What follows belongs to an exercise in optimizing a design on an open flow for small area; a production flow would make more cautious choices.
The RTL was checked by simulation tests, not by an equivalence proof against the original design.
Power is estimated from default activity; no workload was simulated.

==> flow/design.v <==
`timescale 1ns / 1ps
module casino(d, s, c, start, roll, rst, clk);
	output [3:0] d;
	output [6:0] s;
	input [7:0] c;
	input start, clk, roll, rst;
	reg [10:0] cap;   
	wire [10:0] ca = cap ^ 11'd682;
	wire ca_j = (ca == 11'd1020);
	wire ca_d0 = (ca == 11'd1020);
	wire ca_d1 = (ca == 11'd40);
	wire ca_fb = ca[10] ^ ca[1] ^ ca_j;
	always @(posedge clk) cap <= rst ? 11'd469 : ({ca[9:0], ca_fb} ^ 11'd682);
	reg [4:0] cyp;   
	wire [4:0] cy = cyp ^ 5'd10;
	wire cy_j = (cy == 5'd11);
	wire cy_d0 = (cy == 5'd11);
	wire cy_fb = cy[4] ^ cy[1] ^ cy_j;
	always @(posedge clk) cyp <= rst ? 5'd15 : ({cy[3:0], cy_fb} ^ 5'd10);
	reg [3:0] cvp;   
	wire [3:0] cv = cvp ^ 4'd10;
	wire cv_j = (cv == 4'd9);
	wire cv_d0 = (cv == 4'd9);
	wire cv_fb = cv[3] ^ cv[0] ^ cv_j;
	always @(posedge clk) cvp <= rst ? 4'd1 : ({cv[2:0], cv_fb} ^ 4'd10);
	wire e54 = ca_j & cy_j;          
	wire stick = ca_d1 & cv_j;       
	reg [2:0] kk;
	always @(posedge clk)
		if (rst) kk <= 3'd0;
		else if (e54) kk <= kk + 3'd1;
	wire [1:0] k = kk[2:1];
	assign d = ~(4'b0001 << k);
	reg [7:0] r;
	always @(posedge clk)
		if (rst) r <= 8'hFF;
		else if (stick) r <= start ? {r[6:0], ^(c & r)} : 8'hFF;
	reg W, roll_q;
	always @(posedge clk)
		if (rst) begin W <= 1'b0; roll_q <= 1'b1; end
		else begin
			roll_q <= roll;
			if (roll & ~roll_q & start) W <= (r[7:4] == r[3:0]);
		end
	localparam [15:0] H0 = 16'b0001000010000011;
	localparam [15:0] H1 = 16'b0010000010001110;
	localparam [15:0] H2 = 16'b0000001010111010;
	localparam [15:0] H3 = 16'b1000011010010010;
	localparam [15:0] H4 = 16'b1101000000000100;
	localparam [15:0] H5 = 16'b1101100001100000;
	localparam [15:0] H6 = 16'b0010100000010010;
	wire [3:0] nib = (k == 2'd0) ? r[7:4] : r[3:0];
	wire [6:0] hx = {H6[nib], H5[nib], H4[nib], H3[nib], H2[nib], H1[nib], H0[nib]};
	reg [4:0] sc;
	always @(posedge clk)
		if (rst) sc <= 5'b10011;
		else case (k)
			2'd0: sc <= {1'b0, r[7:4]};
			2'd1: sc <= {1'b0, r[3:0]};
			2'd2: sc <= W ? 5'b10010 : 5'b00000;
			default: sc <= W ? 5'b10000 : 5'b10001;
		endcase
	wire [6:0] hs = {H6[sc[3:0]], H5[sc[3:0]], H4[sc[3:0]], H3[sc[3:0]], H2[sc[3:0]], H1[sc[3:0]], H0[sc[3:0]]};
	reg [6:0] sp;
	always @* case (sc[1:0])
		2'b00: sp = 7'b1000001;
		2'b01: sp = 7'b1110001;
		2'b10: sp = 7'b1111001;
		default: sp = 7'b1111111;
	endcase
	assign s = sc[4] ? sp : hs;
endmodule
Settings: LEC_CHECK=0, CAP_MARGIN=20, CORE_MARGIN=2, CORE_UTILIZATION=60, CTS_BUF_LIST=sky130_fd_sc_hd__clkbuf_4, SLEW_MARGIN=20; clock period 10.0 ns.
run.sh (not shown) runs the stock make flow with config.mk's settings and CLKGATE_MAP_FILE= SYNTH_SCRIPT=/design/flow/synth_recipe.tcl, a recipe that flattens the netlist after the stock synthesis.
The first run completed without violations.
Next try:
- CORE_UTILIZATION: 60 -> 70
- CTS_BUF_LIST: sky130_fd_sc_hd__clkbuf_4 -> sky130_fd_sc_hd__clkbuf_8
- CTS_CLUSTER_DIAMETER: unset -> 200
- CTS_CLUSTER_SIZE: unset -> 50
Outcome:
- The new run ran to the end with no violations
- wire length increases by 25%
- combinational power increases by about 4%
- synthesized cell count stays the same
- non-clock buffer count does not change
- utilization increases by 18 points
- power increases by 31%
- worst hold slack gets worse by 0.0054 ns
- clock power increases by 110%
- worst setup slack gets worse by 0.18 ns
Next try:
- CORE_UTILIZATION: 70 -> 40
- CTS_BUF_LIST: sky130_fd_sc_hd__clkbuf_8 -> unset
- CTS_CLUSTER_DIAMETER: 200 -> unset
- CTS_CLUSTER_SIZE: 50 -> unset
Result: The new run ran to the end with no violations; global-route usage decreases by 18 points; die area increases by 69%; power decreases by 14%; design area is about the same; synthesized area does not change; via count decreases by 8.7%; final cell count increases by 9.1%; register-to-register slack is better by 0.06 ns; sequential power is about the same.
Next try:
- CORE_UTILIZATION: 40 -> 85
- CTS_BUF_LIST: unset -> sky130_fd_sc_hd__clkbuf_4
- PLACE_DENSITY: unset -> 0.9
Effect: Now the flow aborted during global placement without I/O (3_1_place_gp_skip_io), error GPL-0301; synthesized cell count does not change; synthesized area stays the same.

-- afterwards: timing with drivers on the ports --
No port has a modelled driver above. Below, the same layouts with a new extraction and two added sets of constraints. Step 1 (the two cells are an assumption about what drives the block):
set clk [get_ports {clk}]
set_driving_cell -lib_cell sky130_fd_sc_hd__clkbuf_16 $clk
set_driving_cell -lib_cell sky130_fd_sc_hd__buf_2 [delete_from_list [all_inputs] $clk]
Step 2, shift: input delay + t, output delay - t, t = (earliest + latest rising clock arrival at the registers) / 2. This alone moves slack from input paths to output paths. a / b / c = no drivers / after step 1 / after step 2; a / b = the first two.
| run | t, ns | setup WS [ns] | worst setup path at the end |
|---|---|---|---|
| the first run | 0.345 | 5.800 / 5.779 / 6.124 | register to output |
| the second run | 0.314 | 5.618 / 5.594 / 5.908 | register to output |
| the third run | 0.303 | 5.864 / 5.838 / 6.141 | register to output |
After both steps setup and hold are still met in every run listed.
